Context: an optimization exercise on an open-source flow, tuned for small area. The choices shown serve that exercise and are no tape-out recipe. At most, simulation tests tie the RTL to the original design; equivalence was not proved. Function not checked in run 1: the RTL went through the layout flow alone. Power figures rest on the tool's default switching activity, not on a simulated workload.

==> flow/design.v <==
package OmpSsManager;
    localparam ENTRY_VALID_OFFSET = 63;
    localparam ENTRY_VALID_BYTE_OFFSET = 56;
    localparam DESTID_L = 40;
    localparam DESTID_H = 47;
    localparam COMPF_L = 32;
    localparam COMPF_H = 39;
    localparam CMD_TYPE_L = 0;
    localparam CMD_TYPE_H = 7;
    localparam NUM_ARGS_OFFSET = 8;
    localparam NUM_DEPS_OFFSET = 16;
    localparam NUM_COPS_OFFSET = 24;
    localparam TASK_SEQ_ID_L = 32;
    localparam TASK_SEQ_ID_H = 63;
    localparam EXEC_TASK_CODE_BYTE = 8'h1;
    localparam EXEC_TASK_CODE = 4'h1;
    localparam SETUP_HW_INST_CODE = 4'h2;
    localparam EXEC_PERI_TASK_CODE = 4'h5;
    localparam CMD_LOCK_CODE = 8'h04;
    localparam CMD_UNLOCK_CODE = 8'h06;
    localparam ARG_FLAG_L = 0;
    localparam ARG_FLAG_H = 7;
    localparam ARG_IDX_L = 32;
    localparam ARG_IDX_H = 35;
    localparam DEFAULT_ARG_FLAGS = 2'b11;
    localparam INSTREAM_COMPONENTS_L = 0;
    localparam INSTREAM_COMPONENTS_H = 31;
    localparam TYPE_B = 32;
    localparam ACK_REJECT_CODE = 8'h00;
    localparam ACK_OK_CODE = 8'h01;
    localparam ACK_FINAL_CODE = 8'h02;
    localparam HWR_CMDOUT_ID_BYTE = 8'h0;
    localparam HWR_CMDOUT_ID = 2'h0;
    localparam HWR_LOCK_ID = 2'h1;
    localparam HWR_NEWTASK_ID = 2'h2;
    localparam HWR_TASKWAIT_ID = 2'h3;
    localparam CMD_NEWTASK_ARCHBITS_FPGA_B = 32;  
    localparam CMD_NEWTASK_ARCHBITS_SMP_B = 33;  
    localparam SCHED_ARCHBITS_BITS = 2;
    localparam CMD_NEWTASK_ARCHBITS_L = 32;  
    localparam CMD_NEWTASK_ARCHBITS_H = 33;  
    localparam SCHED_TASKTYPE_BITS = 32;
    localparam CMD_NEWTASK_TASKTYPE_L = 0;  
    localparam CMD_NEWTASK_TASKTYPE_H = 31;  
    localparam SCHED_INSNUM_BITS = 8;
    localparam SCHED_INSNUM_ANY = 8'hFF;  
    localparam CMD_NEWTASK_INSNUM_L = 40;  
    localparam CMD_NEWTASK_INSNUM_H = 47;  
    localparam LOCK_ID_BITS = 8;
    localparam LOCK_ID_L = 8;
    localparam LOCK_ID_H = 15;
    localparam NDBGREGS = 2;
    typedef struct packed {
        logic [31:0] copy_in_opt;
        logic [31:0] copy_out_opt;
    } DbgRegs_t;
endpackage
module Command_In_copy_opt #(
    parameter SUBQUEUE_BITS = 6
) (
    input  clk,
    input  rstn,
    output logic [SUBQUEUE_BITS-1:0] cmdin_queue_addr,
    output logic cmdin_queue_en,
    output logic cmdin_queue_we,
    output logic [7:0] cmdin_queue_din,
    input  [63:0] cmdin_queue_dout,
    input  nz_args,
    input  start,
    output reg finished,
    input  [SUBQUEUE_BITS-1:0] first_idx,
    input  [SUBQUEUE_BITS-1:0] first_next_idx,
    input  exec_task
);
    typedef enum bit [2:0] {
        IDLE,
        READ_ARG_0,
        READ_ARG_1,
        READ_FLAG_0,
        READ_FLAG_1,
        WRITE_FLAG_0,
        WRITE_FLAG_1
    } State_t;
    State_t state;
    reg [SUBQUEUE_BITS-1:0] val_idx;
    reg [SUBQUEUE_BITS-1:0] nval_idx;
    reg [63:0] arg;         
    reg [1:0] flag_d;       
    wire [2:0] flag = {arg[7], arg[5], arg[4]};
    wire copyflag_bit = flag[0] & !flag_d[1] & !flag_d[0];
    wire next_side = state == READ_ARG_1 || state == READ_FLAG_1 || state == WRITE_FLAG_1;
    wire [SUBQUEUE_BITS-1:0] base_idx = next_side ? nval_idx : val_idx;
    wire last_arg = val_idx + 1'b1 == first_next_idx;
    always_comb begin
        cmdin_queue_en = state != IDLE;
        cmdin_queue_we = state == WRITE_FLAG_0 || state == WRITE_FLAG_1;
        cmdin_queue_addr = base_idx - (state != READ_ARG_0 && state != READ_ARG_1);
        cmdin_queue_din = arg[7:0];
        if (state == WRITE_FLAG_1) begin
            cmdin_queue_din[7] = !copyflag_bit & flag[0];
            cmdin_queue_din[5] = flag[1];
            cmdin_queue_din[4] = copyflag_bit;
        end else begin
            cmdin_queue_din[5] = flag[1] & !cmdin_queue_dout[5];
        end
    end
    always_ff @(posedge clk) begin
        finished <= 0;
        arg <= cmdin_queue_dout;
        flag_d <= {flag[2], flag[0]};
        case (state)
            IDLE: begin
                val_idx <= first_idx + (exec_task ? 6'd4 : 6'd5);
                nval_idx <= first_next_idx + (exec_task ? 6'd4 : 6'd5);
                if (start) begin
                    if (nz_args) begin
                        state <= READ_ARG_0;
                    end else begin
                        finished <= 1;
                    end
                end
            end
            READ_ARG_0: begin
                state <= READ_ARG_1;
            end
            READ_ARG_1: begin
                state <= READ_FLAG_0;
            end
            READ_FLAG_0: begin
                if (arg == cmdin_queue_dout) begin
                    state <= READ_FLAG_1;
                end else if (last_arg) begin
                    state <= IDLE;
                    finished <= 1;
                end else begin
                    state <= READ_ARG_0;
                    val_idx <= val_idx + 6'd2;
                    nval_idx <= nval_idx + 6'd2;
                end
            end
            READ_FLAG_1: begin
                state <= WRITE_FLAG_0;
            end
            WRITE_FLAG_0: begin
                state <= WRITE_FLAG_1;
            end
            WRITE_FLAG_1: begin
                val_idx <= val_idx + 6'd2;
                nval_idx <= nval_idx + 6'd2;
                if (last_arg) begin
                    state <= IDLE;
                    finished <= 1;
                end else begin
                    state <= READ_ARG_0;
                end
            end
            default: begin
            end
        endcase
        if (!rstn) begin
            state <= IDLE;
        end
    end
endmodule
import OmpSsManager::*;
module Command_In #(
    parameter MAX_ACCS = 16,
    parameter ACC_BITS = $clog2(MAX_ACCS),
    parameter SUBQUEUE_BITS = 6
) (
    input clk,
    input rstn,
    output logic [31:0] cmdin_queue_addr,
    output logic cmdin_queue_en,
    output logic [7:0] cmdin_queue_we,
    output logic [63:0] cmdin_queue_din,
    input  [63:0] cmdin_queue_dout,
    output [63:0] outStream_TDATA,
    output outStream_TVALID,
    input  outStream_TREADY,
    output [ACC_BITS-1:0] outStream_TDEST,
    output outStream_TLAST,
    input [ACC_BITS-1:0] acc_avail_wr_address,
    input acc_avail_wr
);
    typedef enum bit [3:0] {
        IDLE,
        GET_QUEUE_IDX,
        ISSUE_CMD_READ,
        CHECK_CMD_QUEUE,
        READ_NEXT_CMD,
        CHECK_NEXT_CMD,
        WAIT_COPY_OPT,
        SEND_CMD,
        CLEAR_HEADER,
        UPDATE_QUEUE_NEMPTY
    } State_t;
    State_t state;
    localparam ENTRY_BITS = SUBQUEUE_BITS+2;
    reg [MAX_ACCS-1:0][ENTRY_BITS-1:0] ring;
    reg first_lap;  
    reg [MAX_ACCS-1:0] acc_avail;
    reg acc_avail_reg;
    reg [ACC_BITS-1:0] acc_id;
    reg nz_args;
    reg exec_task;   
    reg setup_cmd;   
    reg [SUBQUEUE_BITS-1:0] first_next_idx;
    reg [SUBQUEUE_BITS-1:0] cmd_in_idx;
    wire [SUBQUEUE_BITS-1:0] subqueue_idx_cur = ring[0][SUBQUEUE_BITS-1:0];
    wire front_sent_cur = ring[0][SUBQUEUE_BITS];  
    wire copy_optimized_cur = ring[0][SUBQUEUE_BITS+1];  
    wire [5:0] cmdin_task_num_slots = (cmdin_queue_dout[3:0] == EXEC_TASK_CODE ? 6'd3 : 6'd4) + {1'b0, cmdin_queue_dout[NUM_ARGS_OFFSET+3:NUM_ARGS_OFFSET], 1'b0};
    wire [SUBQUEUE_BITS-1:0] copy_opt_addr;
    wire copy_opt_en;
    wire copy_opt_we;
    wire [7:0] copy_opt_din;
    reg copy_opt_start;
    wire copy_opt_finished;
    Command_In_copy_opt #(
        .SUBQUEUE_BITS(SUBQUEUE_BITS)
    ) copy_opt (
        .clk(clk),
        .rstn(rstn),
        .cmdin_queue_addr(copy_opt_addr),
        .cmdin_queue_en(copy_opt_en),
        .cmdin_queue_we(copy_opt_we),
        .cmdin_queue_din(copy_opt_din),
        .cmdin_queue_dout(cmdin_queue_dout),
        .nz_args(nz_args),
        .start(copy_opt_start),
        .finished(copy_opt_finished),
        .first_idx(subqueue_idx_cur),
        .first_next_idx(first_next_idx),
        .exec_task(exec_task)
    );
    assign outStream_TDEST = acc_id;
    assign outStream_TDATA = cmdin_queue_dout;
    assign outStream_TLAST = setup_cmd ? (cmd_in_idx[0] == subqueue_idx_cur[0]) : (cmd_in_idx == first_next_idx);
    assign outStream_TVALID = state == SEND_CMD;
    wire wait_opt = state == WAIT_COPY_OPT && !copy_opt_finished;
    always_comb begin
        cmdin_queue_addr = 32'd0;
        cmdin_queue_addr[3 + SUBQUEUE_BITS+ACC_BITS-1:3 + SUBQUEUE_BITS] = acc_id;
        cmdin_queue_addr[3 + SUBQUEUE_BITS-1:3] = cmd_in_idx;
        if (state == READ_NEXT_CMD) cmdin_queue_addr[3 + SUBQUEUE_BITS-1:3] = first_next_idx;
        if (state == CLEAR_HEADER) cmdin_queue_addr[3 + SUBQUEUE_BITS-1:3] = subqueue_idx_cur;
        if (wait_opt) cmdin_queue_addr[3 + SUBQUEUE_BITS-1:3] = copy_opt_addr;
        cmdin_queue_en = state == ISSUE_CMD_READ || state == READ_NEXT_CMD || state == CHECK_NEXT_CMD || state == CLEAR_HEADER
                      || (state == SEND_CMD && outStream_TREADY) || (state == WAIT_COPY_OPT && (copy_opt_finished || copy_opt_en));
        cmdin_queue_we = 8'd0;
        cmdin_queue_we[7] = (state == SEND_CMD && !outStream_TLAST) || state == CLEAR_HEADER;
        cmdin_queue_we[0] = wait_opt && copy_opt_we;
        cmdin_queue_din = {56'd0, copy_opt_din};
    end
    always_ff @(posedge clk) begin
        if (state == IDLE) begin
            for (int i = 1; i < MAX_ACCS-1; i = i+1) begin
                ring[i] <= ring[i+1];
            end
            ring[MAX_ACCS-1] <= ring[0];
            ring[0] <= first_lap ? {ENTRY_BITS{1'b0}} : ring[1];
            if (acc_id == MAX_ACCS-2) begin
                first_lap <= 1'b0;
            end
        end
        if (state == CLEAR_HEADER) begin
            ring[0] <= {2'b00, cmd_in_idx};
        end
        if (state == UPDATE_QUEUE_NEMPTY) begin
            ring[0][SUBQUEUE_BITS] <= 1'b1;
        end
        if (state == WAIT_COPY_OPT) begin
            ring[0][SUBQUEUE_BITS+1] <= 1'b1;
        end
        if (!rstn) begin
            first_lap <= 1'b1;
        end
    end
    wire next_valid_task = cmdin_queue_dout[ENTRY_VALID_OFFSET] && cmdin_queue_dout[0];
    always_ff @(posedge clk) begin
        copy_opt_start <= 0;
        case (state)
            IDLE: begin
                acc_id <= acc_id + 1'b1;
                state <= GET_QUEUE_IDX;
            end
            GET_QUEUE_IDX: begin
                acc_avail_reg <= acc_avail[acc_id];
                cmd_in_idx <= subqueue_idx_cur;
                if (!acc_avail[acc_id] && (!front_sent_cur || copy_optimized_cur)) begin
                    state <= IDLE;
                end else begin
                    state <= ISSUE_CMD_READ;
                end
            end
            ISSUE_CMD_READ: begin
                state <= CHECK_CMD_QUEUE;
            end
            CHECK_CMD_QUEUE: begin
                setup_cmd <= cmdin_queue_dout[3:0] == SETUP_HW_INST_CODE;
                exec_task <= cmdin_queue_dout[3:0] == EXEC_TASK_CODE;
                nz_args <= cmdin_queue_dout[NUM_ARGS_OFFSET+3:NUM_ARGS_OFFSET] != 0;
                first_next_idx <= cmd_in_idx + cmdin_task_num_slots;
                if (cmdin_queue_dout[ENTRY_VALID_OFFSET]) begin
                    state <= READ_NEXT_CMD;
                end else begin
                    state <= IDLE;
                end
            end
            READ_NEXT_CMD: begin
                if (front_sent_cur) begin
                    cmd_in_idx <= first_next_idx;
                end
                state <= CHECK_NEXT_CMD;
            end
            CHECK_NEXT_CMD, WAIT_COPY_OPT: begin
                if (state == CHECK_NEXT_CMD && !copy_optimized_cur && !setup_cmd && next_valid_task) begin
                    copy_opt_start <= 1;
                    state <= WAIT_COPY_OPT;
                end else if (state == CHECK_NEXT_CMD || copy_opt_finished) begin
                    if (!front_sent_cur) begin
                        cmd_in_idx <= cmd_in_idx + 1'b1;
                        state <= SEND_CMD;
                    end else if (acc_avail_reg) begin
                        state <= CLEAR_HEADER;
                    end else begin
                        state <= IDLE;
                    end
                end
            end
            SEND_CMD: begin
                if (outStream_TREADY) begin
                    if (outStream_TLAST) begin
                        if (setup_cmd) begin
                            state <= CLEAR_HEADER;
                        end else begin
                            state <= UPDATE_QUEUE_NEMPTY;
                        end
                    end else begin
                        cmd_in_idx <= cmd_in_idx + 1'b1;
                    end
                end
            end
            CLEAR_HEADER: begin
                state <= IDLE;
            end
            UPDATE_QUEUE_NEMPTY: begin
                acc_avail[acc_id] <= 0;
                state <= IDLE;
            end
            default: begin
            end
        endcase
        if (acc_avail_wr) begin
            acc_avail[acc_avail_wr_address] <= 1;
        end
        if (!rstn) begin
            state <= IDLE;
            acc_avail <= {MAX_ACCS{1'b1}};
            acc_id <= {ACC_BITS{1'b1}};
        end
    end
endmodule
import OmpSsManager::*;
module Command_Out #(
    parameter MAX_ACCS = 16,
    parameter ACC_BITS = $clog2(MAX_ACCS),
    parameter SUBQUEUE_BITS = 6
) (
    input clk,
    input rstn,
    output [31:0] cmdout_queue_addr,
    output cmdout_queue_en,
    output [7:0] cmdout_queue_we,
    output [63:0] cmdout_queue_din,
    input  [63:0] cmdout_queue_dout,
    input  [63:0] inStream_TDATA,
    input  inStream_TVALID,
    output inStream_TREADY,
    input  [ACC_BITS-1:0] inStream_TID,
    output reg [ACC_BITS-1:0] acc_id,
    output reg acc_avail_wr
);
    reg r_READ_HEADER;
    reg r_READ_TID;
    reg r_READ_PTID;
    reg r_CMD_OUT_WAIT;
    reg r_WRITE_TID;
    reg r_WRITE_HEADER;
    reg [SUBQUEUE_BITS-2:0] wIdx_mem[MAX_ACCS];
    wire [SUBQUEUE_BITS-2:0] wIdx = wIdx_mem[acc_id];
    reg [62:0] task_id;  
    assign cmdout_queue_addr[31:3 + SUBQUEUE_BITS+ACC_BITS] = 0;
    assign cmdout_queue_addr[3 + SUBQUEUE_BITS+ACC_BITS-1:3 + SUBQUEUE_BITS] = acc_id;
    assign cmdout_queue_addr[3 + SUBQUEUE_BITS-1:4] = wIdx;
    assign cmdout_queue_addr[3] = r_WRITE_TID;
    assign cmdout_queue_addr[2:0] = 0;
    assign cmdout_queue_en = r_READ_PTID | r_CMD_OUT_WAIT | r_WRITE_TID | r_WRITE_HEADER;
    assign cmdout_queue_we = {8{r_WRITE_TID | r_WRITE_HEADER}};
    assign cmdout_queue_din[63] = r_WRITE_HEADER;
    assign cmdout_queue_din[62:56] = r_WRITE_HEADER ? 7'd0 : task_id[62:56];
    assign cmdout_queue_din[55:8] = task_id[55:8];
    assign cmdout_queue_din[7:0] = r_WRITE_HEADER ? 8'h03 : task_id[7:0];
    assign inStream_TREADY = r_READ_HEADER | r_READ_TID | r_READ_PTID;
    wire [SUBQUEUE_BITS-2:0] wIdx_wdata = (wIdx + 1'b1) & {(SUBQUEUE_BITS-1){rstn}};
    always_ff @(posedge clk) begin
        for (int i = 0; i < MAX_ACCS; i = i+1) begin
            if (!rstn || (r_WRITE_HEADER && acc_id == i)) begin
                wIdx_mem[i] <= wIdx_wdata;
            end
        end
    end
    always_ff @(posedge clk) begin
        acc_avail_wr <= r_READ_HEADER & inStream_TVALID;
        if (r_READ_HEADER) begin
            acc_id <= inStream_TID;
            r_READ_TID <= inStream_TVALID;
            r_READ_HEADER <= !inStream_TVALID;
        end
        if (r_READ_TID) begin
            task_id <= inStream_TDATA[62:0];
            r_READ_PTID <= inStream_TVALID;
            r_READ_TID <= !inStream_TVALID;
        end
        if (r_READ_PTID) begin
            if (inStream_TVALID) begin
                r_CMD_OUT_WAIT <= 1;
                r_READ_PTID <= 0;
            end
        end
        r_WRITE_TID <= 0;
        if (r_CMD_OUT_WAIT) begin
            if (!cmdout_queue_dout[ENTRY_VALID_OFFSET]) begin
                r_WRITE_TID <= 1;
                r_CMD_OUT_WAIT <= 0;
            end
        end
        r_WRITE_HEADER <= r_WRITE_TID;
        if (r_WRITE_HEADER) begin
            r_READ_HEADER <= 1;
        end
        if (!rstn) begin
            r_READ_HEADER <= 1;
            r_READ_TID <= 0;
            r_READ_PTID <= 0;
            r_CMD_OUT_WAIT <= 0;
            r_WRITE_TID <= 0;
            r_WRITE_HEADER <= 0;
        end
    end
endmodule
module PicosOmpSsManager #(
    parameter MAX_ACCS = 16,
    parameter MAX_ACC_CREATORS = 16,
    parameter MAX_ACC_TYPES = 16,
    parameter CMDIN_SUBQUEUE_LEN = 64,
    parameter CMDOUT_SUBQUEUE_LEN = 64,
    parameter SPAWNIN_QUEUE_LEN = 1024,
    parameter SPAWNOUT_QUEUE_LEN = 1024,
    parameter LOCK_SUPPORT = 0,
    parameter ENABLE_SPAWN_QUEUES = 0,
    parameter AXILITE_INTF = 0,
    parameter ENABLE_TASK_CREATION = 0,
    parameter DBG_AVAIL_COUNT_EN = 0,
    parameter DBG_AVAIL_COUNT_W = 1,
    parameter [MAX_ACC_TYPES*8-1:0]  SCHED_COUNT = 0,
    parameter [MAX_ACC_TYPES*8-1:0]  SCHED_ACCID = 0,
    parameter [MAX_ACC_TYPES*32-1:0] SCHED_TTYPE = 0,
    parameter MAX_ARGS_PER_TASK = 15,
    parameter MAX_DEPS_PER_TASK = 8,
    parameter MAX_COPS_PER_TASK = 15,
    localparam ACC_BITS = $clog2(MAX_ACCS)
) (
    input  clk,
    input  rstn,
    input  cmdout_in_tvalid,
    output cmdout_in_tready,
    input  [ACC_BITS-1:0] cmdout_in_tid,
    input  [63:0] cmdout_in_tdata,
    output cmdin_out_tvalid,
    input  cmdin_out_tready,
    output [ACC_BITS-1:0] cmdin_out_tdest,
    output [63:0] cmdin_out_tdata,
    output cmdin_out_tlast,
    output cmdin_queue_en,
    output [7:0] cmdin_queue_we,
    output [31:0] cmdin_queue_addr,
    output [63:0] cmdin_queue_din,
    input  [63:0] cmdin_queue_dout,
    output cmdout_queue_en,
    output [7:0] cmdout_queue_we,
    output [31:0] cmdout_queue_addr,
    output [63:0] cmdout_queue_din,
    input  [63:0] cmdout_queue_dout
);
    localparam CMDIN_SUBQUEUE_BITS = $clog2(CMDIN_SUBQUEUE_LEN);
    localparam CMDOUT_SUBQUEUE_BITS = $clog2(CMDOUT_SUBQUEUE_LEN);
    wire Command_Out_acc_avail_wr;
    wire [ACC_BITS-1:0] Command_Out_acc_id;
    Command_In #(
        .MAX_ACCS(MAX_ACCS),
        .SUBQUEUE_BITS(CMDIN_SUBQUEUE_BITS)
    ) Command_In_I (
        .clk(clk),
        .rstn(rstn),
        .cmdin_queue_addr(cmdin_queue_addr),
        .cmdin_queue_en(cmdin_queue_en),
        .cmdin_queue_we(cmdin_queue_we),
        .cmdin_queue_din(cmdin_queue_din),
        .cmdin_queue_dout(cmdin_queue_dout),
        .outStream_TDATA(cmdin_out_tdata),
        .outStream_TVALID(cmdin_out_tvalid),
        .outStream_TREADY(cmdin_out_tready),
        .outStream_TDEST(cmdin_out_tdest),
        .outStream_TLAST(cmdin_out_tlast),
        .acc_avail_wr_address(Command_Out_acc_id),
        .acc_avail_wr(Command_Out_acc_avail_wr)
    );
    Command_Out #(
        .MAX_ACCS(MAX_ACCS),
        .SUBQUEUE_BITS(CMDOUT_SUBQUEUE_BITS)
    ) Command_Out_I (
        .clk(clk),
        .rstn(rstn),
        .cmdout_queue_addr(cmdout_queue_addr),
        .cmdout_queue_en(cmdout_queue_en),
        .cmdout_queue_we(cmdout_queue_we),
        .cmdout_queue_din(cmdout_queue_din),
        .cmdout_queue_dout(cmdout_queue_dout),
        .inStream_TDATA(cmdout_in_tdata),
        .inStream_TVALID(cmdout_in_tvalid),
        .inStream_TREADY(cmdout_in_tready),
        .inStream_TID(cmdout_in_tid),
        .acc_id(Command_Out_acc_id),
        .acc_avail_wr(Command_Out_acc_avail_wr)
    );
endmodule
==> flow/flow/run.sh <==
#!/bin/bash
# Standard ORFS layout with four changes:
#  - synthesis maps with an area-oriented abc script (flow/synth.tcl, flow/abc_area_nf.script);
#    everything else in it is synth_recipe.tcl, so the registers are the standard synthesis's;
#  - port buffers use the smallest buffer cell (buf_1);
#  - one tie cell drives all constant outputs (no tie fan-out repair);
#  - clock tree from clkbuf_4 in small sink clusters, without dummy loads.
set -euo pipefail
here=$(pwd)
export MY_ABC_SCRIPT="$here/flow/abc_area_nf.script"
export BUFFER_PORTS_ARGS="-buffer_cell sky130_fd_sc_hd__buf_1"
export SKIP_REPAIR_TIE_FANOUT=1
export CTS_ARGS="-sink_clustering_enable -repair_clock_nets -buf_list sky130_fd_sc_hd__clkbuf_4 -sink_clustering_size 9 -sink_clustering_max_diameter 50 -dont_use_dummy_load"
bash standard.sh "SYNTH_SCRIPT=$here/flow/synth.tcl" "BUFFER_PORTS_ARGS=$BUFFER_PORTS_ARGS" SKIP_REPAIR_TIE_FANOUT=1 "CTS_ARGS=$CTS_ARGS" finish > standard.log 2>&1
==> flow/flow/abc_area_nf.script <==
&get -n
&st
&fraig -x
&st
&dch -f
&nf -a -R 1000
&put
==> flow/flow/synth.tcl <==
# The standard flow's synthesis script (synth_recipe.tcl) with one change: abc maps with
# flow/abc_area_nf.script (area-oriented mapping, no buffering or upsizing).
proc synth {args} { yosys synth -nofsm -noshare {*}$args }
proc abc {args} {
  set i [lsearch $args -script]
  if { $i >= 0 } { lset args [expr {$i + 1}] $::env(MY_ABC_SCRIPT) }
  yosys abc {*}$args
}
source $::env(SCRIPTS_DIR)/synth.tcl
# left out here: clear keep_hierarchy, flatten, clean up, hide names made inside functions, write 1_2_yosys.v
==> flow/standard.sh <==
#!/bin/bash
# synth_recipe.tcl (not shown) runs the flow's synth.tcl, then flattens the netlist and writes it again
# the make line also repeats each setting of config.mk as NAME=value (left out here)
make -C /OpenROAD-flow-scripts/flow DESIGN_CONFIG=/design/flow/config.mk WORK_HOME=/design/flow/orfs CLKGATE_MAP_FILE= SYNTH_SCRIPT=/design/flow/synth_recipe.tcl "${@:-finish}"
==> flow/config.mk <==
export PLATFORM = sky130hd
export DESIGN_NAME = PicosOmpSsManager
export DESIGN_NICKNAME = PicosOmpSsManager
export VERILOG_FILES = /design/flow/design.v
export SDC_FILE = /design/flow/constraint.sdc
export NUM_CORES = 4
export LEC_CHECK = 0
export CAP_MARGIN = 20
export CORE_MARGIN = 2
export CORE_UTILIZATION = 40
export PLACE_DENSITY = 0.6
export SLEW_MARGIN = 20
==> flow/constraint.sdc <==
create_clock -name core_clock -period 6.0 [get_ports {clk}]
set_input_delay 1.2000 -clock core_clock [delete_from_list [all_inputs] [get_ports {clk}]]
set_output_delay 1.2000 -clock core_clock [all_outputs]
set_load 0.01 [all_outputs]
==> impl_metrics.toml, run 1 <==
[run_status]
outcome = "finished clean"

[synthesis]
synth_largest_area_cell = "edfxtp_1"
synth_largest_type_area_fraction = 0.5278
synth_adder_area_share = 0.02542
synthCells = 1293
synth_xor_area_frac = 0.05830
synth.yosys.seq_area_share = 0.6505
mapped_cell_area_mm2 = 0.01713
synth_nets = 1526
syn-mean-instance-area_um2 = 13.25
ys_ff_latch = 406
compound_gate_fraction_of_synth_area = 0.05457
ffs_w_async_s_r_synth = 0
yosysMostFrequentCell = "edfxtp_1"
yosys-top-cells-area = "edfxtp_1 53%, dfxtp_1 12%, buf_4 10%, xnor2_1 4.9%, ha_1 2.2%"
synth_edf_count = 301
synth_top_cells_by_count = "301 x edfxtp_1, 236 x buf_4, 105 x dfxtp_1"
yosys.area_share.simple = 0.09315
yosysUniqueCellTypes = 43
synth_mux_area_frac = 0.009351
synth_top_family_by_area = "buffers and inverters"
ys_dominant_reg_cell = "edfxtp_1"
synth_warnings = 4

[power]
pwr_density_cell_mw_per_mm2 = 410.2
report.power.total_mw = 7.263
p_leak_nw = 6.021
irDropWorstVdd_v = 0.0002604

[worst_setup_path]
worst-path-max-fanout = 8
critPathLaunchType = "register"
cp_cell_sequence = "clkinv_1 > ha_1 > and2_0 > a2111oi_0 > nand3_1 > o21ai_0 > buf_1"
path_delay_family = "compound AO/OA/AOI/OAI gates"
timing.critical_path.arrival_ns = 3.70
timing.critical_path.slowest_stage_cell = "o21ai_0"
timing_worst_setup_path_type = "reg -> out"
critPathRequiredTime_ns = 4.80
critPathMaxStageDelay_ns = 0.52
cp.buffers_inverters = 2
crit_path_end_kind = "output port"

[sta]
fin_tns_setup_ns = 0
slew_headroom = 0.4068
setup_viol_count_final = 0
final-hold-violation-count = 0
post-route-min-period_ns = 4.900
finalCritPeriodShare = 0.8167
timing_max_transition_violations_final = 0
worst_pin_slew_ns = 0.8893
rsz0062_at_grt = "no"
clock_skew_ns = 0.09182
maxClockFrequency_mhz = 204.1

[global_route]
via_count_of_the_first_global_routing_pass = 9605
gr-usage-all-layers = 0.1669
grt_antenna_before_repair = 8
grt_max_degree = 107
global_route.overflow_total = 0
wire_length_of_the_first_global_routing_pass_um = 56230

[final_layout]
layout.core_utilization = 0.4202
footprint_of_the_multi_input_gates_mm2 = 0.004150
final-instance-count-excl-fill = 1973
largest_register = "Command_In_I.ring"
sequential_cell_area_mm2 = 0.01114
drive_gt1_frac = 0.05311
largest_register_ff_count = 128
nets = 1666
top_regs = "Command_In_I.ring: 128 flops, Command_Out_I.wIdx_mem: 80 flops, Command_In_I.copy_opt.arg: 64 flops"
area_growth_pct = 3.382
nFillCells = 3957

[floorplan]
floorplan.die_area_mm2 = 0.04449
core_area_mm2 = 0.04213
chipHeight_um = 210.9
rows = 75
number_of_top_level_pins = 481
floorplan.initialDensity = 0.4065
chipWidth_um = 210.9

[clock_network]
cts_post_setup_buffers_inserted = 0
cts_made_buffers = 54
root_buffer_selected_by_cts = "clkbuf_4"
cts_resized = 0
clock_tree.buffer_depth = 3
cts_num_sinks = 406
cts_tree = "built"
cts.clk_slew.worst_paths_ns = 0.10
worstSkewPairLatency_ns = 0.79
htree_levels = 2
cts-hold-fix-buffers = 0

[worst_hold_path]
hold_path_class = "reg -> reg"

[routing]
antenna_violating_nets_post_route = 0
drt_first_iter_violations = 682
route.final.wire_length_um = 37430
drt-vias-per-instance = 4.995
routedWlPerCell_um = 18.97
number_of_detailed_route_iterations_in_the_first_pass = 5
detailroute.via_count = 9856
drcViolationCount = 0

[placed_design]
io_buffer_count = 310
dp.final_hpwl_um = 26850
gp_congestion = 0.8527
placed_cells = 1916

[job]
maxCapViolCount = 0
-- cells by family (layout without fill, tap and decap cells) --
family / Yosys count / count (layout)
buffers and inverters: 259 / 397
DFF: 406 / 406
and+or+nand+nor: 318 / 318
adders and majority gates: 33 / 33
other: 1 / 4
AOI/OAI and AO/OA: 151 / 151
muxes: 11 / 11
xor gates and xnor gates: 114 / 114
-- where the power goes --
part	leakage [nW]	internal [mW]	total (mW)	switching (mW)
sequential	3.84	4.08	4.49	0.415
clock	0.248	0.411	1.29	0.876
combinational	1.93	0.511	1.48	0.970
-- worst reg2reg max path, delay by kind of cell, from the launching register on --
kind / cells / cell delay (ns)
fa+ha+maj: 2 / 0.60
simple gates: 4 / 1.29
xor+xnor: 1 / 0.17
buf+inv: 1 / 0.19
compound gates: 2 / 1.02
flops: 1 / 0.51
-- cell type report --
class	count	share of cell area
inverters	23	0.004876
repair buffers	320	0.07003
multi-input cells	628	0.2344
diodes	3	0.0004240
flip-flops and latches	406	0.6293
well taps	539	0.03809
clock buffers	54	0.02290
-- cell usage in the layout (no fill, tap or decap), types with 23 or more instances in the layout --
| master | instances |
|---|---|
| buf_1 | 309 |
| edfxtp_1 | 301 |
| dfxtp_1 | 104 |
| xnor2_1 | 95 |
| nand2_1 | 86 |
| clkbuf_4 | 54 |
| o21ai_0 | 51 |
| nand3_1 | 50 |
| nor2_1 | 42 |
| nand4_1 | 41 |
| a21oi_1 | 37 |
| ha_1 | 30 |
| clkinv_1 | 23 |
-- worst paths after layout --
kind / end / cells after the start / slack (ns) / start
setup reg to reg: Command_Out_I.wIdx_mem[13][4] / 10 / 1.90 / Command_Out_I.acc_id[0]
hold reg to reg: Command_In_I.ring[64] / 0 / 0.37 / Command_In_I.ring[72]
hold / removal: Command_In_I.ring[64] / 0 / 0.37 / Command_In_I.ring[72]
setup / recovery: cmdout_queue_addr[4] / 7 / 1.10 / Command_Out_I.acc_id[0]
-- metal layers --
| layer | up-vias | global-route usage | part of all wire |
|---|---|---|---|
| met5 | - | 0 | 0.0014 |
| met4 | 8 | 0.05391 | 0.027 |
| met3 | 78 | 0.04475 | 0.067 |
| met2 | 321 | 0.2789 | 0.48 |
| met1 | 4729 | 0.2112 | 0.42 |
| li1 | 4720 | - | - |
-- per-stage QoR --
step	hold slack, ns	instance area (um2)	setup WS, ns
after global placement	0.3847	17280	1.856
after detailed placement	0.3887	17280	1.692
after global routing	0.3704	17710	0.7553
after CTS	0.3552	17680	1.092
after floorplan	0.3644	17130	1.212
final	0.3728	17710	1.100
==> run 2: changes to the inputs <==
--- a/flow/design.v
+++ b/flow/design.v
@@ -382,27 +382,28 @@
     output reg [ACC_BITS-1:0] acc_id,
     output reg acc_avail_wr
 );
-    reg r_READ_HEADER;
-    reg r_READ_TID;
-    reg r_READ_PTID;
-    reg r_CMD_OUT_WAIT;
-    reg r_WRITE_TID;
-    reg r_WRITE_HEADER;
+    reg [2:0] st;
+    wire r_READ_HEADER = st == 3'b000;
+    wire r_READ_TID = st == 3'b001;
+    wire r_READ_PTID = st == 3'b011;
+    wire r_CMD_OUT_WAIT = st == 3'b010;
+    wire r_WRITE_TID = st == 3'b110;
+    wire r_WRITE_HEADER = st == 3'b100;
     reg [SUBQUEUE_BITS-2:0] wIdx_mem[MAX_ACCS];
     wire [SUBQUEUE_BITS-2:0] wIdx = wIdx_mem[acc_id];
     reg [62:0] task_id;  
     assign cmdout_queue_addr[31:3 + SUBQUEUE_BITS+ACC_BITS] = 0;
     assign cmdout_queue_addr[3 + SUBQUEUE_BITS+ACC_BITS-1:3 + SUBQUEUE_BITS] = acc_id;
     assign cmdout_queue_addr[3 + SUBQUEUE_BITS-1:4] = wIdx;
-    assign cmdout_queue_addr[3] = r_WRITE_TID;
+    assign cmdout_queue_addr[3] = st[2] & st[1];  
     assign cmdout_queue_addr[2:0] = 0;
-    assign cmdout_queue_en = r_READ_PTID | r_CMD_OUT_WAIT | r_WRITE_TID | r_WRITE_HEADER;
-    assign cmdout_queue_we = {8{r_WRITE_TID | r_WRITE_HEADER}};
-    assign cmdout_queue_din[63] = r_WRITE_HEADER;
-    assign cmdout_queue_din[62:56] = r_WRITE_HEADER ? 7'd0 : task_id[62:56];
+    assign cmdout_queue_en = st[1] | st[2];
+    assign cmdout_queue_we = {8{st[2]}};
+    assign cmdout_queue_din[63] = !st[1];
+    assign cmdout_queue_din[62:56] = st[1] ? task_id[62:56] : 7'd0;
     assign cmdout_queue_din[55:8] = task_id[55:8];
-    assign cmdout_queue_din[7:0] = r_WRITE_HEADER ? 8'h03 : task_id[7:0];
-    assign inStream_TREADY = r_READ_HEADER | r_READ_TID | r_READ_PTID;
+    assign cmdout_queue_din[7:0] = st[1] ? task_id[7:0] : 8'h03;
+    assign inStream_TREADY = !st[2] & (st[0] | !st[1]);
     wire [SUBQUEUE_BITS-2:0] wIdx_wdata = (wIdx + 1'b1) & {(SUBQUEUE_BITS-1){rstn}};
     always_ff @(posedge clk) begin
         for (int i = 0; i < MAX_ACCS; i = i+1) begin
@@ -415,38 +416,21 @@
         acc_avail_wr <= r_READ_HEADER & inStream_TVALID;
         if (r_READ_HEADER) begin
             acc_id <= inStream_TID;
-            r_READ_TID <= inStream_TVALID;
-            r_READ_HEADER <= !inStream_TVALID;
         end
         if (r_READ_TID) begin
             task_id <= inStream_TDATA[62:0];
-            r_READ_PTID <= inStream_TVALID;
-            r_READ_TID <= !inStream_TVALID;
-        end
-        if (r_READ_PTID) begin
-            if (inStream_TVALID) begin
-                r_CMD_OUT_WAIT <= 1;
-                r_READ_PTID <= 0;
-            end
-        end
-        r_WRITE_TID <= 0;
-        if (r_CMD_OUT_WAIT) begin
-            if (!cmdout_queue_dout[ENTRY_VALID_OFFSET]) begin
-                r_WRITE_TID <= 1;
-                r_CMD_OUT_WAIT <= 0;
-            end
-        end
-        r_WRITE_HEADER <= r_WRITE_TID;
-        if (r_WRITE_HEADER) begin
-            r_READ_HEADER <= 1;
         end
+        case (st)
+            3'b000: if (inStream_TVALID) st <= 3'b001;
+            3'b001: if (inStream_TVALID) st <= 3'b011;
+            3'b011: if (inStream_TVALID) st <= 3'b010;
+            3'b010: if (!cmdout_queue_dout[ENTRY_VALID_OFFSET]) st <= 3'b110;
+            3'b110: st <= 3'b100;
+            3'b100: st <= 3'b000;
+            default: st <= 3'b000;
+        endcase
         if (!rstn) begin
-            r_READ_HEADER <= 1;
-            r_READ_TID <= 0;
-            r_READ_PTID <= 0;
-            r_CMD_OUT_WAIT <= 0;
-            r_WRITE_TID <= 0;
-            r_WRITE_HEADER <= 0;
+            st <= 3'b000;
         end
     end
 endmodule
--- a/flow/flow/run.sh
+++ b/flow/flow/run.sh
@@ -10,5 +10,5 @@
 export MY_ABC_SCRIPT="$here/flow/abc_area_nf.script"
 export BUFFER_PORTS_ARGS="-buffer_cell sky130_fd_sc_hd__buf_1"
 export SKIP_REPAIR_TIE_FANOUT=1
-export CTS_ARGS="-sink_clustering_enable -repair_clock_nets -buf_list sky130_fd_sc_hd__clkbuf_4 -sink_clustering_size 9 -sink_clustering_max_diameter 50 -dont_use_dummy_load"
+export CTS_ARGS="-sink_clustering_enable -repair_clock_nets -buf_list sky130_fd_sc_hd__clkbuf_4 -sink_clustering_size 10 -sink_clustering_max_diameter 50 -dont_use_dummy_load"
 bash standard.sh "SYNTH_SCRIPT=$here/flow/synth.tcl" "BUFFER_PORTS_ARGS=$BUFFER_PORTS_ARGS" SKIP_REPAIR_TIE_FANOUT=1 "CTS_ARGS=$CTS_ARGS" finish > standard.log 2>&1
==> flow/flow/abc_area_nf.script (replaced) <==
&get -n
&st
&dch -f
&nf -a
&st
&syn2
&dch -f
&nf -a
&st
&synch2
&nf -a
&put
==> run 2 against run 1 <==
Cell area rose by 2.0%. Routed wire length rose by 3.8%. Non-clock buffer count rose by 4. Cell count rose by 5.4%. Combinational power fell by 47%. Synthesized cell count rose by 4.7%. Critical path type unchanged.
==> impl_metrics.toml, run 2 <==
[run_status]
outcome = "finished clean"

[global_route]
via_count_of_the_first_global_routing_pass = 10320
wire_length_of_the_first_global_routing_pass_um = 59130
gr-usage-all-layers = 0.1705
global_route.overflow_total = 0
grt_antenna_before_repair = 1
grt_max_degree = 107

[synthesis]
ffs_w_async_s_r_synth = 0
synth_warnings = 4
ys_dominant_reg_cell = "edfxtp_1"
synth_top_cells_by_count = "301 x edfxtp_1, 235 x buf_4, 102 x dfxtp_1"
yosysUniqueCellTypes = 60
synth_nets = 1587
synth_largest_area_cell = "edfxtp_1"
synthCells = 1354
synth_largest_type_area_fraction = 0.5183
ys_ff_latch = 403
synth.yosys.seq_area_share = 0.6354
mapped_cell_area_mm2 = 0.01744
synth_edf_count = 301
yosysMostFrequentCell = "edfxtp_1"
yosys-top-cells-area = "edfxtp_1 52%, dfxtp_1 12%, buf_4 10%, ha_1 2.2%, nand2_1 1.8%"
syn-mean-instance-area_um2 = 12.88

[clock_network]
root_buffer_selected_by_cts = "clkbuf_4"
cts_post_setup_buffers_inserted = 0
worstSkewPairLatency_ns = 0.79
cts-hold-fix-buffers = 0
clock_tree.buffer_depth = 3
htree_levels = 2
cts_tree = "built"
cts.clk_slew.worst_paths_ns = 0.10
cts_made_buffers = 49
cts_num_sinks = 403
cts_resized = 0

[floorplan]
number_of_top_level_pins = 481
floorplan.die_area_mm2 = 0.04528
core_area_mm2 = 0.04308
rows = 76
floorplan.initialDensity = 0.4048
chipHeight_um = 212.8
chipWidth_um = 212.8

[final_layout]
nets = 1727
largest_register_ff_count = 128
mostFrequentLayoutCells = "309 x buf_1, 301 x edfxtp_1, 102 x dfxtp_1"
most_common_cell_after_layout_fill_and_taps_aside = "buf_1"
drive_gt1_frac = 0.04960
stdcell_area_mm2 = 0.01806
final-instance-count-excl-fill = 2079
top_regs = "Command_In_I.ring: 128 flops, Command_Out_I.wIdx_mem: 80 flops, Command_In_I.copy_opt.arg: 64 flops"
area_growth_pct = 3.595
largest_register = "Command_In_I.ring"

[worst_hold_path]
hold_path_class = "reg -> reg"
hold_path_startpoint = "Command_In_I.ring[46]"

[routing]
antenna_violating_nets_post_route = 0
drcViolationCount = 0
number_of_detailed_route_iterations_in_the_first_pass = 5
route.final.wire_length_um = 38860
routedWlPerCell_um = 18.69
drt-vias-per-instance = 5.072
detailroute.via_count = 10550
drt_first_iter_violations = 788

[placed_design]
io_buffer_count = 310
placed_cell_area_mm2 = 0.01768
gp_congestion = 0.8695
placed_cells = 2027
dp.final_hpwl_um = 27540

[job]
maxCapViolCount = 0

[power]
switching_share = 0.2771
netSwitchingPower_mw = 1.575
report.power.total_mw = 5.683
pwr_density_cell_mw_per_mm2 = 314.6
seq_power_share = 0.645
p_leak_nw = 6.129
internal_mw = 4.108
p_comb_frac = 0.138
share_clk_of_total_power = 0.216
irDropWorstVdd_v = 0.0002049

[sta]
worst_case_hold_slack_ns = 0.3386
slew_headroom = 0.2720
final-hold-violation-count = 0
maxClockFrequency_mhz = 201.9
post-route-min-period_ns = 4.954
timing_max_transition_violations_final = 0
fin_tns_setup_ns = 0
clock_skew_ns = 0.1115
setup_viol_count_final = 0
rsz0062_at_grt = "no"
finalCritPeriodShare = 0.8257
worst_pin_slew_ns = 1.081

[worst_setup_path]
cp_cell_sequence = "clkinv_1 > ha_1 > and4_1 > a2111oi_0 > nand4_1 > o32a_1 > buf_1"
timing.critical_path.slowest_stage_cell = "a2111oi_0"
timing.critical_path.arrival_ns = 3.75
reg2reg_from = "Command_Out_I.acc_id[0]"
r2r_setup_slack_ns = 2.11
crit_path_end_kind = "output port"
timing_worst_setup_path_type = "reg -> out"
critPathMaxStageDelay_ns = 0.71
critPathRequiredTime_ns = 4.80
worst-path-max-fanout = 17
critPathLaunchType = "register"
crit_path_start = "Command_Out_I.acc_id[0]"
run 2: power by group through the flow:
stage	sequential (mW)	clock, mW	combinational [mW]
after floorplan	3.67	0	0.605
after global placement	3.72	0	0.768
after detailed placement	3.73	0	0.782
after CTS	3.68	1.29	0.786
after global routing	3.72	1.38	0.869
final	3.67	1.23	0.786
run 2: cells by family (layout without fill, tap and decap cells):
family                   Yosys count  after routing  synth area share
AND/OR/NAND/NOR                  299            299           0.08840
flip-flops                       403            403            0.6354
AO/OA/AOI/OAI                    237            237           0.09220
buffers and inverters            309            447            0.1171
adder cells (fa/ha/maj)           33             33           0.02497
multiplexers                      15             15           0.01306
other                              1              3         0.0002150
XOR/XNOR                          57             57           0.02863
run 2: worst paths after layout:
path / to / cells past startpoint
worst max register to register: Command_Out_I.wIdx_mem[7][3] / 9
worst max-delay path: cmdout_queue_addr[6] / 7
worst min register to register: Command_In_I.ring[38] / 0
worst min-delay path: Command_In_I.ring[38] / 0
run 2: final cells by class:
class                      instances  area, um2
fill                            4045      25010
antenna                            2      5.005
timing repair buffer             324       1267
tap                              585      732.0
sequential                       403      11080
inverter                          74      277.8
clock buffer                      49      367.9
multi-input combinational        642       4334
run 2: worst max-delay path, delay by kind of cell (launching register included):
family | cells | cell delay, ns
buffers and inverters | 2 | 0.34
AO/OA/AOI/OAI | 2 | 1.12
adder cells (fa/ha/maj) | 1 | 0.52
AND/OR/NAND/NOR | 2 | 0.52
flip-flops | 1 | 0.46
run 2: metal layers:
layer  track usage  part of all wire  up-vias
li1              -                 -     4992
met1        0.2427              0.46     5136
met2        0.2625              0.45      350
met3       0.03192             0.064       67
met4       0.05811             0.025        0
met5             0                 0        -
run 2: metrics by stage:
| stage | setup WS, ns | utilization |
|---|---|---|
| 5_1_grt | 0.8554 | 0.4193 |
| 6_report | 1.046 | 0.4194 |
| 3_3_place_gp | 1.722 | 0.4105 |
| 3_5_place_dp | 1.713 | 0.4105 |
| 2_1_floorplan | 1.716 | - |
| 4_1_cts | 1.000 | 0.4190 |
==> run 3: changes to the inputs <==
--- a/flow/config.mk
+++ b/flow/config.mk
@@ -7,6 +7,6 @@
 export LEC_CHECK = 0
 export CAP_MARGIN = 20
 export CORE_MARGIN = 2
-export CORE_UTILIZATION = 40
-export PLACE_DENSITY = 0.6
+export CORE_UTILIZATION = 60
+export PLACE_DENSITY = 0.75
 export SLEW_MARGIN = 20
==> run 3 against run 2 <==
Still clean. Flip-flop and latch count stayed put. Fmax is 6.4% higher. Non-clock buffer count stayed put.
==> impl_metrics.toml, run 3 <==
[synthesis]
mapped_cell_area_mm2 = 0.01744
synth_warnings = 4
ys_ff_latch = 403
synth_nets = 1587
yosysMostFrequentCell = "edfxtp_1"
yosys-top-cells-area = "edfxtp_1 52%, dfxtp_1 12%, buf_4 10%, ha_1 2.2%, nand2_1 1.8%"
synthCells = 1354
ffs_w_async_s_r_synth = 0
synth_largest_area_cell = "edfxtp_1"
synth.yosys.seq_area_share = 0.6354
synth_largest_type_area_fraction = 0.5183
synth_edf_count = 301
yosysUniqueCellTypes = 60
syn-mean-instance-area_um2 = 12.88
synth_top_cells_by_count = "301 x edfxtp_1, 235 x buf_4, 102 x dfxtp_1"
ys_dominant_reg_cell = "edfxtp_1"

[clock_network]
cts-hold-fix-buffers = 0
root_buffer_selected_by_cts = "clkbuf_4"
cts_num_sinks = 403
cts_tree = "built"
cts_post_setup_buffers_inserted = 0
cts_made_buffers = 48
clock_tree.buffer_depth = 3
worstSkewPairLatency_ns = 0.70
cts.clk_slew.worst_paths_ns = 0.10
htree_levels = 2
cts_resized = 0

[worst_setup_path]
critPathRequiredTime_ns = 4.80
r2r_setup_slack_ns = 2.06
timing_worst_setup_path_type = "reg -> out"
worstRegToRegCells = 10
critPathLaunchType = "register"
worst-path-max-fanout = 18
crit-reg2reg-capture = "Command_Out_I.wIdx_mem[7][4]"
crit_path_end_kind = "output port"
timing.critical_path.arrival_ns = 3.45
reg2reg_from = "Command_Out_I.acc_id[1]"

[floorplan]
chipWidth_um = 174.5
rows = 62
core_area_mm2 = 0.02863
floorplan.die_area_mm2 = 0.03044
floorplan.initialDensity = 0.6092
number_of_top_level_pins = 481
chipHeight_um = 174.5

[worst_hold_path]
hold_path_class = "reg -> reg"
hold_end = "Command_In_I.ring[96]"
hold_path_startpoint = "Command_In_I.ring[104]"
holdPathStages = 0

[routing]
detailroute.via_count = 10830
routedWlPerCell_um = 20.99
drt-vias-per-instance = 5.773
route.final.wire_length_um = 39380
drcViolationCount = 0
antenna_violating_nets_post_route = 0
number_of_detailed_route_iterations_in_the_first_pass = 7
drt_first_iter_violations = 1103

[global_route]
grt_max_degree = 107
via_count_of_the_first_global_routing_pass = 10530
wire_length_of_the_first_global_routing_pass_um = 59460
global_route.overflow_total = 0
grt_antenna_before_repair = 1
gr-usage-all-layers = 0.2560

[final_layout]
largest_register_ff_count = 128
drive_gt1_frac = 0.05030
mostFrequentLayoutCells = "309 x buf_1, 301 x edfxtp_1, 102 x dfxtp_1"
area_growth_pct = 2.274
most_common_cell_after_layout_fill_and_taps_aside = "buf_1"
top_regs = "Command_In_I.ring: 128 flops, Command_Out_I.wIdx_mem: 80 flops, Command_In_I.copy_opt.arg: 64 flops"
nets = 1726
largest_register = "Command_In_I.ring"

[sta]
clock_skew_ns = 0.1023
slew_headroom = 0.2387
setup_viol_count_final = 0
final-hold-violation-count = 0
worst_pin_slew_ns = 1.130
post-route-min-period_ns = 4.655
maxClockFrequency_mhz = 214.8
timing_max_transition_violations_final = 0
fin_tns_setup_ns = 0
finalCritPeriodShare = 0.7758
rsz0062_at_grt = "no"

[placed_design]
dp.final_hpwl_um = 28350
io_buffer_count = 310
gp_congestion = 0.9129

[power]
pwr_density_cell_mw_per_mm2 = 316.2
report.power.total_mw = 5.640
p_leak_nw = 6.132
irDropWorstVdd_v = 0.0001893

[run_status]
outcome = "finished clean"

[job]
maxCapViolCount = 0
run 3: metal layers:
layer  routed length, um  vias to the layer above  GRT usage  share of wire
li1                    -                     5003          -              -
met1               16490                     5202     0.3590           0.42
met2               18330                      538     0.4072           0.47
met3                3514                       88    0.05206          0.089
met4                1041                        0    0.07703          0.026
met5                   0                        -          0              0
run 3: worst max path at each step:
stage	from	to	cells past startpoint
2_1_floorplan	Command_In_I.state[1]	Command_In_I.acc_id[3]	6
3_3_place_gp	cmdin_queue_dout[0]	Command_In_I.first_next_idx[5]	11
3_5_place_dp	cmdin_queue_dout[0]	Command_In_I.first_next_idx[5]	11
4_1_cts	Command_Out_I.acc_id[1]	cmdout_queue_addr[5]	7
5_1_grt	Command_Out_I.acc_id[0]	cmdout_queue_addr[4]	8
6_report	Command_Out_I.acc_id[1]	cmdout_queue_addr[5]	7
run 3: cell families after synthesis:
| group | after synthesis | share of synthesized area |
|---|---|---|
| flip-flops | 403 | 0.6354 |
| buffers and inverters | 309 | 0.1171 |
| AND/OR/NAND/NOR | 299 | 0.08840 |
| AO/OA/AOI/OAI | 237 | 0.09220 |
| XOR/XNOR | 57 | 0.02863 |
| adder cells (fa/ha/maj) | 33 | 0.02497 |
| multiplexers | 15 | 0.01306 |
| other | 1 | 0.0002150 |
run 3: final cells by class:
class	instances	area [um2]
antenna	1	2.502
clock buffer	48	360.3
fill	2220	10790
inverter	74	277.8
multi-input combinational	642	4343
sequential	403	11080
tap	384	480.5
timing repair buffer	324	1290
run 3: where the power goes:
part	total [mW]	internal, mW	switching (mW)
logic	0.790	0.262	0.527
clock network	1.18	0.368	0.815
registers	3.67	3.47	0.195
total	5.64	4.10	1.54
run 3: through the flow:
| step | std cells | cell area [um2] | hold WS, ns | utilization | setup slack (ns) |
|---|---|---|---|---|---|
| finish | 1876 | 17830 | 0.3865 | 0.6230 | 1.345 |
| global route | 1876 | 17830 | 0.3888 | 0.6230 | 1.085 |
| CTS | 1873 | 17790 | 0.3749 | 0.6216 | 1.333 |
| detailed placement | 1825 | 17430 | 0.3847 | 0.6091 | 1.594 |
| global placement | 1825 | 17430 | 0.3788 | 0.6091 | 1.745 |
| floorplan | 1354 | 17450 | 0.3644 | - | 1.716 |
run 3: worst max-delay path, stage by stage (launching register included):
cell and delay (ns):
edfxtp_1 0.51, clkinv_1 0.10, ha_1 0.67, nor3b_1 0.62
a22oi_1 0.24, nand4_1 0.22, o32a_1 0.22, buf_1 0.17
==> run 4: changes to the inputs <==
--- a/flow/flow/run.sh
+++ b/flow/flow/run.sh
@@ -10,5 +10,5 @@
 export MY_ABC_SCRIPT="$here/flow/abc_area_nf.script"
 export BUFFER_PORTS_ARGS="-buffer_cell sky130_fd_sc_hd__buf_1"
 export SKIP_REPAIR_TIE_FANOUT=1
-export CTS_ARGS="-sink_clustering_enable -repair_clock_nets -buf_list sky130_fd_sc_hd__clkbuf_4 -sink_clustering_size 10 -sink_clustering_max_diameter 50 -dont_use_dummy_load"
+export CTS_ARGS="-sink_clustering_enable -repair_clock_nets -buf_list sky130_fd_sc_hd__clkbuf_4 -sink_clustering_size 8 -sink_clustering_max_diameter 50 -dont_use_dummy_load"
 bash standard.sh "SYNTH_SCRIPT=$here/flow/synth.tcl" "BUFFER_PORTS_ARGS=$BUFFER_PORTS_ARGS" SKIP_REPAIR_TIE_FANOUT=1 "CTS_ARGS=$CTS_ARGS" finish > standard.log 2>&1
==> flow/flow/abc_area_nf.script (replaced) <==
&get -n
&st
&dch -f
&nf -a -R 1000
&put
--- a/flow/config.mk
+++ b/flow/config.mk
@@ -7,6 +7,6 @@
 export LEC_CHECK = 0
 export CAP_MARGIN = 20
 export CORE_MARGIN = 2
-export CORE_UTILIZATION = 60
-export PLACE_DENSITY = 0.75
+export CORE_UTILIZATION = 40
+export PLACE_DENSITY = 0.6
 export SLEW_MARGIN = 20
==> run 4 against run 3 <==
Sequential share of layout area up 0.48 points. Die area rose by 46%. Clock skew up 0.034 ns. Routed wire length decreased by 8.3%. Via count is 7.8% lower. Synthesized area down 1.9%. Cell count rose by 5.2%. Worst setup slack got worse by 0.044 ns. Cell area decreased by 0.77%. Non-clock buffer count decreased by 7. Global-route usage shrank 9.5 points. Largest power group unchanged.
==> impl_metrics.toml, run 4 <==
[worst_hold_path]
hold_path_class = "reg -> reg"
hold_end = "Command_In_I.ring[15]"
holdPathStages = 0
hold_path_startpoint = "Command_In_I.ring[23]"

[global_route]
global_route.overflow_total = 0
gr-usage-all-layers = 0.1609
grt_max_degree = 107
wire_length_of_the_first_global_routing_pass_um = 55050
via_count_of_the_first_global_routing_pass = 9889
grt_antenna_before_repair = 1

[floorplan]
floorplan.die_area_mm2 = 0.04443
core_area_mm2 = 0.04204
number_of_top_level_pins = 481
chipHeight_um = 210.8
rows = 75
chipWidth_um = 210.8
floorplan.initialDensity = 0.4069

[worst_setup_path]
worstRegToRegCells = 9
r2r_setup_slack_ns = 2.00
crit-reg2reg-capture = "Command_Out_I.wIdx_mem[1][1]"
critPathRequiredTime_ns = 4.80
timing.critical_path.arrival_ns = 3.50
critPathMaxStageDelay_ns = 0.52
timing.critical_path.slowest_stage_cell = "edfxtp_1"
cp_cell_sequence = "clkinv_1 > ha_1 > and2_0 > a222oi_1 > and3_1 > nand4_1 > a221oi_1 > a31oi_1 > buf_1"
cp.buffers_inverters = 2
critPathLaunchType = "register"
timing_worst_setup_path_type = "reg -> out"
reg2reg_from = "Command_Out_I.acc_id[0]"
worst-path-max-fanout = 8
crit_path_end_kind = "output port"
path_delay_family = "compound AO/OA/AOI/OAI gates"

[final_layout]
nFillCells = 3943
most_common_cell_after_layout_fill_and_taps_aside = "buf_1"
sequential_cell_area_mm2 = 0.01108
nets = 1668
largest_register = "Command_In_I.ring"
top_regs = "Command_In_I.ring: 128 flops, Command_Out_I.wIdx_mem: 80 flops, Command_In_I.copy_opt.arg: 64 flops"
area_growth_pct = 3.460
largest_register_ff_count = 128
drive_gt1_frac = 0.05234
footprint_of_the_multi_input_gates_mm2 = 0.004208
mostFrequentLayoutCells = "309 x buf_1, 301 x edfxtp_1, 102 x dfxtp_1"

[synthesis]
synth_largest_type_area_fraction = 0.5284
syn-mean-instance-area_um2 = 13.23
synth.yosys.seq_area_share = 0.6478
mapped_cell_area_mm2 = 0.01711
synth_largest_area_cell = "edfxtp_1"
yosysUniqueCellTypes = 46
ffs_w_async_s_r_synth = 0
yosys-top-cells-area = "edfxtp_1 53%, dfxtp_1 12%, buf_4 10%, xnor2_1 4.8%, ha_1 2.2%"
synth_top_cells_by_count = "301 x edfxtp_1, 235 x buf_4, 102 x dfxtp_1"
synthCells = 1293
synth_edf_count = 301
synth_warnings = 4
ys_ff_latch = 403
ys_dominant_reg_cell = "edfxtp_1"
synth_nets = 1526
yosysMostFrequentCell = "edfxtp_1"

[clock_network]
cts_post_setup_buffers_inserted = 0
cts_num_sinks = 403
htree_levels = 2
cts_made_buffers = 58
worstSkewPairLatency_ns = 0.80
cts-hold-fix-buffers = 0
cts_tree = "built"
root_buffer_selected_by_cts = "clkbuf_4"
cts_resized = 0
clock_tree.buffer_depth = 3
cts.clk_slew.worst_paths_ns = 0.09

[placed_design]
preCtsSetupSlack_ns = 2.119
io_buffer_count = 310
dp.final_hpwl_um = 26370
gp_congestion = 0.8549

[routing]
routedWlPerCell_um = 18.30
number_of_detailed_route_iterations_in_the_first_pass = 4
detailroute.via_count = 9990
drt_first_iter_violations = 601
drt-vias-per-instance = 5.063
antenna_violating_nets_post_route = 0
route.final.wire_length_um = 36100
drcViolationCount = 0

[sta]
fin_tns_setup_ns = 0
finalCritPeriodShare = 0.7831
slew_headroom = 0.2935
final-hold-violation-count = 0
setup_viol_count_final = 0
maxClockFrequency_mhz = 212.8
clock_skew_ns = 0.1361
worst_pin_slew_ns = 1.060
timing_max_transition_violations_final = 0
rsz0062_at_grt = "no"
post-route-min-period_ns = 4.698
setup_ws_ns = 1.302

[job]
maxCapViolCount = 0

[run_status]
outcome = "finished clean"

[power]
p_leak_nw = 5.937
pwr_density_cell_mw_per_mm2 = 422.8
irDropWorstVdd_v = 0.0002360
==> run 4: layer usage <==
layer	vias up	wire length, um	track usage
met2	342	16850	0.2580
met4	0	1172	0.06727
met1	4825	15520	0.2084
met3	79	2554	0.04074
met5	-	0	0
li1	4744	-	-
==> run 4: report_power, final <==
part | leakage, nW | switching [mW] | internal (mW)
clock | 0.267 | 0.852 | 0.441
combinational | 1.85 | 1.06 | 0.543
sequential | 3.82 | 0.445 | 4.14
==> run 4: worst max-delay path by stage <==
stage | startpoint | endpoint | slack, ns | cells after the start
global placement | cmdin_queue_dout[0] | Command_In_I.first_next_idx[5] | 2.13 | 7
finish | Command_Out_I.acc_id[0] | cmdout_queue_addr[8] | 1.30 | 9
detailed placement | cmdin_queue_dout[0] | Command_In_I.first_next_idx[5] | 2.12 | 7
CTS | Command_Out_I.acc_id[0] | cmdout_queue_addr[8] | 1.19 | 9
floorplan | Command_In_I.state[3] | Command_In_I.acc_id[3] | 0.76 | 4
global route | Command_Out_I.acc_id[1] | cmdout_queue_addr[8] | 1.03 | 9
==> run 4: area by class of cell <==
type / instances / area share
multi-input combinational: 634 / 0.2378
tap: 539 / 0.03811
antenna: 1 / 0.0001414
inverter: 21 / 0.004454
sequential: 403 / 0.6261
clock buffer: 58 / 0.02460
timing repair buffer: 317 / 0.06879
==> run 4: logic make-up after synthesis <==
logic type,after synthesis,share of synthesized area
AO/OA/AOI/OAI,156,0.05618
XOR/XNOR,115,0.05888
adder cells (fa/ha/maj),33,0.02546
buffers and inverters,256,0.1077
flip-flops,403,0.6478
multiplexers,13,0.01053
other,1,0.0002192
AND/OR/NAND/NOR,316,0.09319
==> run 4: worst reg2reg max path, cell delays in order, from the launching register on <==
cell and delay, ns:
edfxtp_1 0.52, clkinv_1 0.20, ha_1 0.34, and2_0 0.29, a222oi_1 0.38, nand4_1 0.18, a211oi_1 0.25, o21ai_0 0.27
ha_1 0.36, and2_0 0.74
==> run 4: through the flow <==
stage	cell area (um2)	total power, mW	cells	utilization	hold WS, ns
CTS	17680	7.597	1971	0.4206	0.3505
detailed placement	17250	6.273	1913	0.4102	0.3798
global route	17700	7.944	1973	0.4210	0.3349
global placement	17240	6.201	1913	0.4101	0.3746
floorplan	17120	5.791	1293	-	0.3644
finish	17700	7.482	1973	0.4210	0.3606
==> run 5: changes to the inputs <==
==> flow/flow/abc_area_nf.script (replaced) <==
&get -n
&st
&fraig -x
&st
&dch -f
&nf -a -R 1000
&put
==> run 5 against run 4 <==
Via count about the same. Sequential share of layout area fell by 0.066 points. Critical path type unchanged. Synthesized area shrank 0.20%. Non-clock buffer count up 2. Clock skew down 0.052 ns. Flip-flop and latch count unchanged. Critical endpoint unchanged. Routed wire length down 2.3%. Count of clock-buffer cells in the layout up 1.
==> impl_metrics.toml, run 5 <==
[synthesis]
synthCells = 1290
ys_dominant_reg_cell = "edfxtp_1"
synth_warnings = 4
yosysMostFrequentCell = "edfxtp_1"
ffs_w_async_s_r_synth = 0
synth_largest_area_cell = "edfxtp_1"
synth_top_cells_by_count = "301 x edfxtp_1, 235 x buf_4, 102 x dfxtp_1"
mapped_cell_area_mm2 = 0.01707
synth_largest_type_area_fraction = 0.5295
synth.yosys.seq_area_share = 0.6491
yosysUniqueCellTypes = 48
syn-mean-instance-area_um2 = 13.23
ys_ff_latch = 403
synth_edf_count = 301
synth_nets = 1523
yosys-top-cells-area = "edfxtp_1 53%, dfxtp_1 12%, buf_4 10%, xnor2_1 5.0%, ha_1 2.2%"

[worst_setup_path]
critPathRequiredTime_ns = 4.80
worstRegToRegCells = 9
cp_cell_sequence = "clkinv_1 > ha_1 > and2_0 > a22oi_1 > nand2_1 > a221oi_1 > nand4_1 > o22a_1 > buf_1"
reg2reg_from = "Command_Out_I.acc_id[1]"
timing.critical_path.arrival_ns = 3.21
critPathLaunchType = "register"
timing.critical_path.slowest_stage_cell = "edfxtp_1"
worst-path-max-fanout = 12
crit_path_end_kind = "output port"
crit-reg2reg-capture = "Command_Out_I.wIdx_mem[2][1]"
path_delay_family = "compound AO/OA/AOI/OAI gates"
timing_worst_setup_path_type = "reg -> out"
r2r_setup_slack_ns = 2.35
cp.buffers_inverters = 2
critPathMaxStageDelay_ns = 0.51

[floorplan]
floorplan.die_area_mm2 = 0.04435
number_of_top_level_pins = 481
floorplan.initialDensity = 0.4061
core_area_mm2 = 0.04204
chipHeight_um = 210.6
rows = 75
chipWidth_um = 210.6

[global_route]
grt_antenna_before_repair = 6
wire_length_of_the_first_global_routing_pass_um = 54100
global_route.overflow_total = 0
via_count_of_the_first_global_routing_pass = 9837
gr-usage-all-layers = 0.1589
grt_max_degree = 107

[sta]
setup_ws_ns = 1.588
setup_viol_count_final = 0
worst_pin_slew_ns = 0.9973
worst_case_hold_slack_ns = 0.3448
slew_headroom = 0.3334
finalCritPeriodShare = 0.7353
rsz0062_at_grt = "no"
post-route-min-period_ns = 4.412
fin_tns_setup_ns = 0
final-hold-violation-count = 0
maxClockFrequency_mhz = 226.7
timing_max_transition_violations_final = 0
clock_skew_ns = 0.08378

[power]
report.power.total_mw = 7.818
pwr_density_cell_mw_per_mm2 = 441.3
irDropWorstVdd_v = 0.0004042
p_leak_nw = 5.951

[final_layout]
stdcell_area_mm2 = 0.01772
largest_register_ff_count = 128
sequential_cell_area_mm2 = 0.01108
area_growth_pct = 3.774
nFillCells = 3949
footprint_of_the_multi_input_gates_mm2 = 0.004170
nets = 1668
largest_register = "Command_In_I.ring"
most_common_cell_after_layout_fill_and_taps_aside = "buf_1"
mostFrequentLayoutCells = "309 x buf_1, 301 x edfxtp_1, 102 x dfxtp_1"
drive_gt1_frac = 0.05583
final-instance-count-excl-fill = 1979
top_regs = "Command_In_I.ring: 128 flops, Command_Out_I.wIdx_mem: 80 flops, Command_In_I.copy_opt.arg: 64 flops"
layout.core_utilization = 0.4214

[worst_hold_path]
hold_path_class = "reg -> reg"
hold_path_startpoint = "Command_In_I.ring[78]"
hold_end = "Command_In_I.ring[70]"
holdPathStages = 0

[placed_design]
dp.final_hpwl_um = 25300
io_buffer_count = 310
gp_congestion = 0.8644
preCtsSetupSlack_ns = 2.134
placed_cells = 1913
placed_cell_area_mm2 = 0.01724

[clock_network]
cts-hold-fix-buffers = 0
cts.clk_slew.worst_paths_ns = 0.09
htree_levels = 2
cts_num_sinks = 403
cts_made_buffers = 59
worstSkewPairLatency_ns = 0.79
cts_resized = 0
cts_post_setup_buffers_inserted = 0
clock_tree.buffer_depth = 3
root_buffer_selected_by_cts = "clkbuf_4"
cts_tree = "built"

[routing]
antenna_violating_nets_post_route = 0
drt_first_iter_violations = 709
detailroute.via_count = 9982
route.final.wire_length_um = 35290
routedWlPerCell_um = 17.83
number_of_detailed_route_iterations_in_the_first_pass = 5
drt-vias-per-instance = 5.044
drcViolationCount = 0

[job]
maxCapViolCount = 0

[run_status]
outcome = "finished clean"
## run 5: how the worst max path moves through the flow
stage / cells past startpoint / slack [ns] / from / endpoint
6_report: 9 / 1.59 / Command_Out_I.acc_id[1] / cmdout_queue_addr[8]
5_1_grt: 10 / 1.30 / Command_In_I.copy_opt.state[2] / cmdin_queue_addr[7]
4_1_cts: 7 / 1.35 / Command_In_I.state[2] / cmdin_queue_addr[3]
3_5_place_dp: 11 / 2.13 / Command_Out_I.acc_id[1] / Command_Out_I.wIdx_mem[13][4]
3_3_place_gp: 7 / 2.20 / Command_In_I.state[2] / cmdin_queue_addr[3]
2_1_floorplan: 3 / 0.64 / Command_In_I.state[3] / Command_In_I.ring[0]
## run 5: cells by family after synthesis
kind of cell    share of synthesized area
flops                              0.6491
buf+inv                            0.1091
simple gates                      0.08693
other cells                     0.0002197
compound gates                    0.05966
mux                               0.01004
fa+ha+maj                         0.02551
xor+xnor                          0.05951
## run 5: layout make-up
type	count	area share
Sequential cell	403	0.6255
Timing Repair Buffer	319	0.06957
Clock buffer	59	0.02500
Inverter	26	0.005509
Tap cell	539	0.03807
Multi-Input combinational cell	626	0.2354
Antenna cell	7	0.0009888
## run 5: per-layer routing
layer / wire length [um] / global-route usage / vias to the layer above
li1: - / - / 4750
met5: 27 / 0 / -
met4: 983 / 0.05682 / 4
met2: 16850 / 0.2614 / 403
met1: 14740 / 0.2039 / 4744
met3: 2692 / 0.04052 / 81
## run 5: worst reg2reg max path, cell delays in order (launching register included)
cell and delay, ns:
edfxtp_1 0.51, clkinv_1 0.15, ha_1 0.38, and3_1 0.35, a22oi_1 0.23, nand4_1 0.15, a211oi_1 0.21, o211ai_1 0.23
ha_1 0.35, and2_0 0.72
## run 5: report_power, final
part,switching (mW),total (mW),internal (mW)
sequential,0.470,4.71,4.24
clock,0.854,1.30,0.448
combinational,1.21,1.80,0.592

==> static timing again, ports no longer ideal <==
Ports are ideal in the flow. The routed layouts listed here were re-timed in OpenROAD. Step 1, drivers: a clkbuf_16 drives clk and a buf_2 each remaining input, both assumed. Step 2, shift: input delay + t, output delay - t, t = (earliest + latest rising clock arrival at the registers) / 2. This alone moves slack from input paths to output paths. a / b / c = ideal ports / drivers / drivers and shift; a / b = the first two.
run | t, ns | slack for setup (ns) | worst hold slack (ns)
run 1 | 0.797 | 1.100 / 1.046 / 1.844 | 0.373 / 0.373 / 0.373
run 2 | 0.780 | 1.046 / 0.995 / 1.775 | 0.339 / 0.339 / 0.339
run 3 | 0.710 | 1.345 / 1.294 / 1.868 | 0.387 / 0.387 / 0.387
run 4 | 0.784 | 1.302 / 1.248 / 2.002 | 0.361 / 0.361 / 0.361
run 5 | 0.800 | 1.588 / 1.541 / 2.282 | 0.345 / 0.345 / 0.345
After both steps every run listed still meets setup and hold.
